From an optimization exercise on the open Yosys and OpenROAD flow, aimed at small area, a short achievable clock period and few clock cycles; shortcuts taken in it are not production practice.
Where RTL was checked, it was by simulation tests only, not by an equivalence proof against the original.

==> inputs of job 2904 <==
==> flow/design.v <==
module B2BCD_IP #(parameter WIDTH = 4, parameter DIGIT = 2) (
    Binary_code,
    BCD_code
);
input  [WIDTH-1:0]   Binary_code;
output reg [DIGIT*4-1:0] BCD_code;
integer i, j;
always @(*) begin
    BCD_code = 0;
    for (i = WIDTH - 1; i >= 0; i = i - 1) begin
        for (j = 0; j < DIGIT; j = j + 1)
            if (BCD_code[j*4 +: 4] >= 5) BCD_code[j*4 +: 4] = BCD_code[j*4 +: 4] + 4'd3;
        BCD_code = {BCD_code[DIGIT*4-2:0], Binary_code[i]};
    end
end
endmodule
module UT_TOP (
    clk, rst_n, in_valid, in_time,
    out_valid, out_display, out_day
);
input clk, rst_n, in_valid;
input [30:0] in_time;
output reg out_valid;
output reg [3:0] out_display;
output reg [2:0] out_day;
reg [4:0] cnt;
reg [27:0] S;                  
reg [4:0] hh;                  
reg [2:0] m1; reg [3:0] m0;    
reg [2:0] s1; reg [3:0] s0;    
reg [2:0] w;                   
reg [10:0] RB;                 
reg [6:0] Y;                   
function [3:0] dec10; input [3:0] d;
    case (d)
    4'd5: dec10 = 4'b1000; 4'd6: dec10 = 4'b1001; 4'd7: dec10 = 4'b1010;
    4'd8: dec10 = 4'b1011; 4'd9: dec10 = 4'b1100;
    default: dec10 = {1'b0, d[2:0]};
    endcase
endfunction
function [2:0] dec6; input [2:0] d;
    case (d)
    3'd3: dec6 = 3'b100; 3'd4: dec6 = 3'b101; 3'd5: dec6 = 3'b110;
    default: dec6 = {1'b0, d[1:0]};
    endcase
endfunction
reg [4:0] th; reg [2:0] tm1; reg [3:0] tm0; reg [2:0] ts1; reg [3:0] ts0;
reg [27:0] tS; reg [6:0] qd;
reg [3:0] e0, e2; reg [2:0] e1, e3; reg c4;
integer k;
always @(*) begin
    th = hh; tm1 = m1; tm0 = m0; ts1 = s1; ts0 = s0; tS = S;
    for (k = 6; k >= 0; k = k - 1) begin
        e0 = dec10(ts0); e1 = dec6(ts1); e2 = dec10(tm0); e3 = dec6(tm1);
        c4 = th[4] | (th[3] & th[2]);
        ts0 = {e0[2:0], tS[27]};
        ts1 = {e1[1:0], e0[3]};
        tm0 = {e2[2:0], e1[2]};
        tm1 = {e3[1:0], e2[3]};
        th  = {c4 ? {th[4] & th[2], th[4] & ~th[2]} : th[3:2], th[1:0], e3[2]};
        tS  = {tS[26:0], c4};
        qd[k] = c4;
    end
end
wire [2:0] w_n = ({w, 1'b0} + qd[6] + qd[5:3] + qd[2:0]) % 7;   
reg [1:0] bb;
always @(*) begin
    case (cnt[1:0])
    2'd1: bb = S[5:4];
    2'd2: bb = S[3:2];
    2'd3: bb = S[1:0];
    default: bb = 2'b10;
    endcase
end
wire [11:0] x1 = {RB, bb[1]};
wire q1 = x1 >= 12'd1461;
wire [10:0] r1 = q1 ? x1 - 12'd1461 : x1[10:0];
wire [11:0] x2 = {r1, bb[0]};
wire q2 = x2 >= 12'd1461;
wire [10:0] r2 = q2 ? x2 - 12'd1461 : x2[10:0];
wire [14:0] D = S[14:0];
wire y2k = D >= 15'd10957;
wire [6:0] yv = (Y < 30) ? Y + 7'd70 : Y - 7'd30;
wire [3:0] yt = yv / 10;
wire [3:0] yn = yv % 10;
wire [8:0] doy = RB[10:2];
wire leap = (Y[1:0] == 2'b10);
wire late = doy >= (leap ? 9'd60 : 9'd59);
wire [8:0] d2 = doy + (late ? (leap ? 9'd1 : 9'd2) : 9'd0);
wire hi = d2 >= 214;
wire [7:0] r = hi ? d2 - 9'd214 : d2;
wire [1:0] pair = r >= 183 ? 2'd3 : r >= 122 ? 2'd2 : r >= 61 ? 2'd1 : 2'd0;
wire [5:0] rr = r - pair * 6'd61;
wire sec = rr >= 31;
wire [4:0] d0 = sec ? rr - 6'd31 : rr;       
wire [3:0] mon = (hi ? 4'd8 : 4'd1) + {pair, sec};
wire [4:0] dom = d0 + 5'd1;
always @(posedge clk or negedge rst_n) begin
    if (!rst_n) cnt <= 0;
    else if (in_valid) cnt <= 1;
    else if (cnt == 20) cnt <= 0;
    else if (cnt != 0) cnt <= cnt + 1;
end
always @(posedge clk) begin
    if (in_valid) begin
        S <= in_time[27:0];
        hh <= 0; m1 <= 0; m0 <= 0; s1 <= 0; s0 <= {1'b0, in_time[30:28]};
        w <= 0;
    end else if (cnt >= 1 && cnt <= 4) begin
        S <= tS; hh <= th; m1 <= tm1; m0 <= tm0; s1 <= ts1; s0 <= ts0;
        w <= w_n;
    end
end
always @(posedge clk) begin
    if (cnt == 4) RB <= {2'b0, tS[14:6]};
    else if (cnt >= 5 && cnt <= 8) begin
        RB <= r2;
        Y <= {Y[4:0], q1, q2};
    end
end
always @(posedge clk or negedge rst_n) begin
    if (!rst_n) begin
        out_valid <= 0; out_display <= 0; out_day <= 0;
    end else begin
        out_valid <= (cnt >= 7 && cnt <= 20);
        out_day <= (cnt >= 7 && cnt <= 20) ? ((w + 3'd4) % 7) : 3'd0;
        case (cnt)
        7:  out_display <= y2k ? 4'd2 : 4'd1;
        8:  out_display <= y2k ? 4'd0 : 4'd9;
        9:  out_display <= yt;
        10: out_display <= yn;
        11: out_display <= {3'b0, mon >= 10};
        12: out_display <= (mon >= 10) ? mon - 4'd10 : mon;
        13: out_display <= dom / 10;
        14: out_display <= dom % 10;
        15: out_display <= hh / 10;
        16: out_display <= hh % 10;
        17: out_display <= {1'b0, m1};
        18: out_display <= m0;
        19: out_display <= {1'b0, s1};
        20: out_display <= s0;
        default: out_display <= 0;
        endcase
    end
end
endmodule
==> flow/run.sh <==
#!/bin/bash
# synth_recipe.tcl (not shown) runs the flow's synth.tcl, then flattens the netlist and writes it again
# the make line also repeats each setting of config.mk as NAME=value (left out here)
make -C /OpenROAD-flow-scripts/flow DESIGN_CONFIG=/design/flow/config.mk WORK_HOME=/design/flow/orfs CLKGATE_MAP_FILE= SYNTH_SCRIPT=/design/flow/synth_recipe.tcl finish
==> flow/config.mk <==
export PLATFORM = sky130hd
export DESIGN_NAME = UT_TOP
export DESIGN_NICKNAME = UT_TOP
export VERILOG_FILES = /design/flow/design.v
export SDC_FILE = /design/flow/constraint.sdc
export NUM_CORES = 4
export LEC_CHECK = 0
export ABC_AREA = 1
export CAP_MARGIN = 20
export CORE_MARGIN = 2
export CORE_UTILIZATION = 40
export SLEW_MARGIN = 20
==> flow/constraint.sdc <==
create_clock -name core_clock -period 20.0 [get_ports {clk}]
set_input_delay 4.0000 -clock core_clock [delete_from_list [all_inputs] [get_ports {clk}]]
set_output_delay 4.0000 -clock core_clock [all_outputs]
set_load 0.01 [all_outputs]
==> job 6495 (differences from job 2904) <==
==> flow/design.v (replaced) <==
module B2BCD_IP #(parameter WIDTH = 4, parameter DIGIT = 2) (
    Binary_code,
    BCD_code
);
input  [WIDTH-1:0]   Binary_code;
output reg [DIGIT*4-1:0] BCD_code;
integer i, j;
always @(*) begin
    BCD_code = 0;
    for (i = WIDTH - 1; i >= 0; i = i - 1) begin
        for (j = 0; j < DIGIT; j = j + 1)
            if (BCD_code[j*4 +: 4] >= 5) BCD_code[j*4 +: 4] = BCD_code[j*4 +: 4] + 4'd3;
        BCD_code = {BCD_code[DIGIT*4-2:0], Binary_code[i]};
    end
end
endmodule
module UT_TOP (
    clk, rst_n, in_valid, in_time,
    out_valid, out_display, out_day
);
input clk, rst_n, in_valid;
input [30:0] in_time;
output reg out_valid;
output reg [3:0] out_display;
output reg [2:0] out_day;
reg [4:0] cnt;                 
reg [27:0] S;                  
reg [4:0] hh;                  
reg [2:0] m1; reg [3:0] m0;    
reg [2:0] s1; reg [3:0] s0;    
reg [2:0] w;                   
reg [10:0] RB;                 
reg [2:0] yt; reg [3:0] yn;    
wire idle = (cnt == 5'd0);
wire ph_a = (cnt >= 5'd1) && (cnt <= 5'd4);
wire ph_b = (cnt >= 5'd5) && (cnt <= 5'd8);    
function [3:0] dec10; input [3:0] d;
    reg c;
    begin
        c = d[3] | d[2] & (d[1] | d[0]);
        dec10 = {c, d[3] & d[0] | ~c & d[2], d[1] & (~d[2] | d[0]) | d[3] & ~d[0], d[0] ^ c};
    end
endfunction
function [2:0] dec6; input [2:0] d;
    reg c;
    begin
        c = d[2] | d[1] & d[0];
        dec6 = {c, d[2] & d[0] | ~d[2] & d[1] & ~d[0], d[0] ^ c};
    end
endfunction
reg [4:0] th; reg [2:0] tm1; reg [3:0] tm0; reg [2:0] ts1; reg [3:0] ts0;
reg [27:0] tS; reg [6:0] qd;
reg [3:0] e0, e2; reg [2:0] e1, e3; reg c4;
integer k;
always @(*) begin
    th = hh; tm1 = m1; tm0 = m0; ts1 = s1; ts0 = s0; tS = S;
    for (k = 6; k >= 0; k = k - 1) begin
        e0 = dec10(ts0); e1 = dec6(ts1); e2 = dec10(tm0); e3 = dec6(tm1);
        c4 = th[4] | (th[3] & th[2]);
        ts0 = {e0[2:0], tS[27]};
        ts1 = {e1[1:0], e0[3]};
        tm0 = {e2[2:0], e1[2]};
        tm1 = {e3[1:0], e2[3]};
        th  = {th[4] & th[2] | ~c4 & th[3], c4 ? th[4] & ~th[2] : th[2], th[1:0], e3[2]};
        tS  = {tS[26:0], c4};
        qd[k] = c4;
    end
end
function [2:0] add7; input [2:0] a; input [2:0] b;
    reg [3:0] t;
    begin
        t = a + b;
        add7 = t[2:0] + t[3];
    end
endfunction
wire [2:0] w_n = add7(add7({w[1:0], w[2]}, S[5:3]), add7(S[2:0], {2'b0, S[6]}));
reg [1:0] bb;
always @(*) begin
    case (cnt[1:0])
    2'd1: bb = S[4:3];
    2'd2: bb = S[2:1];
    2'd3: bb = {S[0], 1'b1};
    default: bb = 2'b00;
    endcase
end
wire [11:0] x1 = {RB, bb[1]};
wire q1 = x1 >= 12'd1461;
wire [10:0] r1a = q1 ? x1 - 12'd1461 : x1[10:0];
wire [11:0] x2 = {r1a, bb[0]};
wire q2 = x2 >= 12'd1461;
wire [10:0] r2 = q2 ? x2 - 12'd1461 : x2[10:0];
wire [12:0] z = {RB, 1'b0};
wire [13:0] za1 = {1'b0, z} - 14'd1461;
wire q1s = ~za1[13];
wire [10:0] r1 = q1s ? za1[10:0] : z[10:0];
wire [3:0] ya = dec10({1'b0, yt});
wire [3:0] yb = dec10(yn);
wire [3:0] yc = dec10({ya[2:0], yb[3]});
wire [3:0] yd = dec10({yb[2:0], q1});
wire [2:0] yt_n = {yc[1:0], yd[3]};
wire [3:0] yn_n = {yd[2:0], q2};
wire y2k = S[14:0] >= 15'd10957;
wire [3:0] ytf = {yt, yn >= 4'd5};
wire leap = ~yn[0] & (yn[1] ^ yt[0]);         
wire [8:0] doy = RB[10:2];
wire late = doy >= (leap ? 9'd60 : 9'd59);
wire [8:0] d2 = doy + (late ? (leap ? 9'd1 : 9'd2) : 9'd0);
wire hi = d2 >= 9'd214;
wire [7:0] r = hi ? d2 - 9'd214 : d2;
wire [7:0] rs = RB[7:0];
wire [1:0] pair = rs >= 8'd183 ? 2'd3 : rs >= 8'd122 ? 2'd2 : rs >= 8'd61 ? 2'd1 : 2'd0;
wire [5:0] rr = rs - pair * 6'd61;
wire sec = rr >= 6'd31;
wire [4:0] d0 = sec ? rr - 6'd31 : rr;       
wire [3:0] mon = (RB[10] ? 4'd8 : 4'd1) + RB[9:7];
reg [3:0] dt, dn;
always @(*) begin
    if (RB[4:0] >= 5'd29)      begin dt = 3; dn = RB[4:0] - 5'd29; end
    else if (RB[4:0] >= 5'd19) begin dt = 2; dn = RB[4:0] - 5'd19; end
    else if (RB[4:0] >= 5'd9)  begin dt = 1; dn = RB[4:0] - 5'd9;  end
    else                       begin dt = 0; dn = RB[4:0] + 5'd1;  end
end
always @(posedge clk or negedge rst_n) begin
    if (!rst_n) cnt <= 0;
    else if (idle) cnt <= in_valid ? 5'd1 : 5'd0;
    else if (cnt == 5'd19) cnt <= 0;
    else cnt <= cnt + 1;
end
always @(posedge clk) begin
    if (idle) begin
        S <= in_time[27:0];
        hh <= 0; m1 <= 0; m0 <= 0; s1 <= 0; s0 <= {1'b0, in_time[30:28]};
    end else if (ph_a) begin
        S <= tS; hh <= th; m1 <= tm1; m0 <= tm0; s1 <= ts1; s0 <= ts0;
    end
end
always @(posedge clk) begin
    if (idle) w <= 3'd2;
    else if (cnt >= 5'd2 && cnt <= 5'd5) w <= w_n;
end
always @(posedge clk) begin
    if (cnt == 5'd4) begin
        RB <= {1'b0, tS[14:5]};
        yt <= 0; yn <= 0;
    end else if (ph_b && cnt != 5'd8) begin
        RB <= r2;
        yt <= yt_n; yn <= yn_n;
    end else if (ph_b) begin
        RB <= r1;
        yt <= {ya[1:0], yb[3]}; yn <= {yb[2:0], q1s};
    end else if (cnt == 5'd9)  RB <= {3'b0, r[7:0]} | {hi, 10'b0};
    else if (cnt == 5'd10) RB <= {RB[10], pair, sec, 2'b0, d0};
end
always @(posedge clk or negedge rst_n) begin
    if (!rst_n) begin
        out_valid <= 0; out_display <= 0; out_day <= 0;
    end else begin
        out_valid <= (cnt >= 5'd6);
        out_day <= (cnt >= 5'd6 && w != 3'd7) ? w : 3'd0;
        case (cnt)
        6:  out_display <= y2k ? 4'd2 : 4'd1;
        7:  out_display <= y2k ? 4'd0 : 4'd9;
        8:  out_display <= (ytf >= 4'd3) ? ytf - 4'd3 : ytf + 4'd7;
        9:  out_display <= yn;
        10: out_display <= {3'b0, RB[10] & (RB[7:0] >= 8'd61)};
        11: out_display <= (mon >= 4'd10) ? mon - 4'd10 : mon;
        12: out_display <= dt;
        13: out_display <= dn;
        14: out_display <= (hh >= 5'd20) ? 4'd2 : (hh >= 5'd10) ? 4'd1 : 4'd0;
        15: out_display <= (hh >= 5'd20) ? hh - 5'd20 : (hh >= 5'd10) ? hh - 5'd10 : hh;
        16: out_display <= {1'b0, m1};
        17: out_display <= m0;
        18: out_display <= {1'b0, s1};
        19: out_display <= s0;
        default: out_display <= 0;
        endcase
    end
end
endmodule
==> flow/flow/run.sh (new file) <==
#!/bin/bash
# Standard ORFS flow (the standard.sh), with the port buffers the standard flow's flow
# inserts on every input and output made from buf_2 cells instead of the
# default delay-buffer cell.
set -e
export BUFFER_PORTS_ARGS="-buffer_cell sky130_fd_sc_hd__buf_2"
bash standard.sh > standard.log 2>&1
==> flow/standard.sh (new file) <==
#!/bin/bash
# synth_recipe.tcl (not shown) runs the flow's synth.tcl, then flattens the netlist and writes it again
# the make line also repeats each setting of config.mk as NAME=value (left out here)
make -C /OpenROAD-flow-scripts/flow DESIGN_CONFIG=/design/flow/config.mk WORK_HOME=/design/flow/orfs CLKGATE_MAP_FILE= SYNTH_SCRIPT=/design/flow/synth_recipe.tcl "${@:-finish}"
--- a/flow/config.mk
+++ b/flow/config.mk
@@ -9,4 +9,4 @@
 export CAP_MARGIN = 20
 export CORE_MARGIN = 2
-export CORE_UTILIZATION = 40
+export CORE_UTILIZATION = 70
 export SLEW_MARGIN = 20
removed: flow/run.sh
==> summary.txt <==
	job 6495	job 2904
Routed length on met2	10.3 mm	9.81 mm
Number of synthesized flops with an enable pin	41	47
Count of distinct cell types in the synthesized netlist	71	61
Wire length of the first global-routing pass	38.2 mm	35.7 mm
Status	no timing/DRC/antenna violations	no timing/DRC/antenna violations
Filler Cell Count	890	2,279
Number of cells after detailed placement	1,415	1,669
Final net count	1,377	1,482
Fraction of the mapped netlist area in compound gates	21.1%	16.7%
Minimum setup slack among reg-to-reg paths	14.97 ns	10.62 ns
Max stage delay cell, worst path	sky130_fd_sc_hd__a311oi_1	sky130_fd_sc_hd__o21ai_0
Number of cells on the worst reg-to-reg path	28	63
Length of routed met3 wiring	2.97 mm	828 um
Post-Syn Nets	1,345	1,448
Testbench counts of job 2904, summed over its fixed seeds: cycles 7,032.
The RTL of job 6495 was laid out without a check of its function.

afterwards: timing with drivers on the ports:
How much do the figures lean on ideal ports? The routed layouts below were timed once more, with nothing changed but the port constraints. Step 1 assumes that a clkbuf_16 drives the clock port and a buf_2 every other input. Step 2 times the ports against the registers' clock, not the clock port: input delays grow and output delays shrink by t, the midpoint of the rising clock arrivals with the driver on. Slacks: no drivers / after step 1 / after step 2; pairs: no drivers / after step 1.
| run | t, ns | slack for setup (ns) | worst setup path at the end | latest minus earliest clock arrival (ns) | slew at the worst register clock pin (ns) |
|---|---|---|---|---|---|
| job 2904 | 0.385 | 10.620 / 10.620 / 10.620 | register to register | 0.006 / 0.006 | 0.06 / 0.06 |
| job 6495 | 0.391 | 14.972 / 14.972 / 14.972 | register to register | 0.009 / 0.009 | 0.07 / 0.07 |
After both steps setup and hold are still met in every run listed.
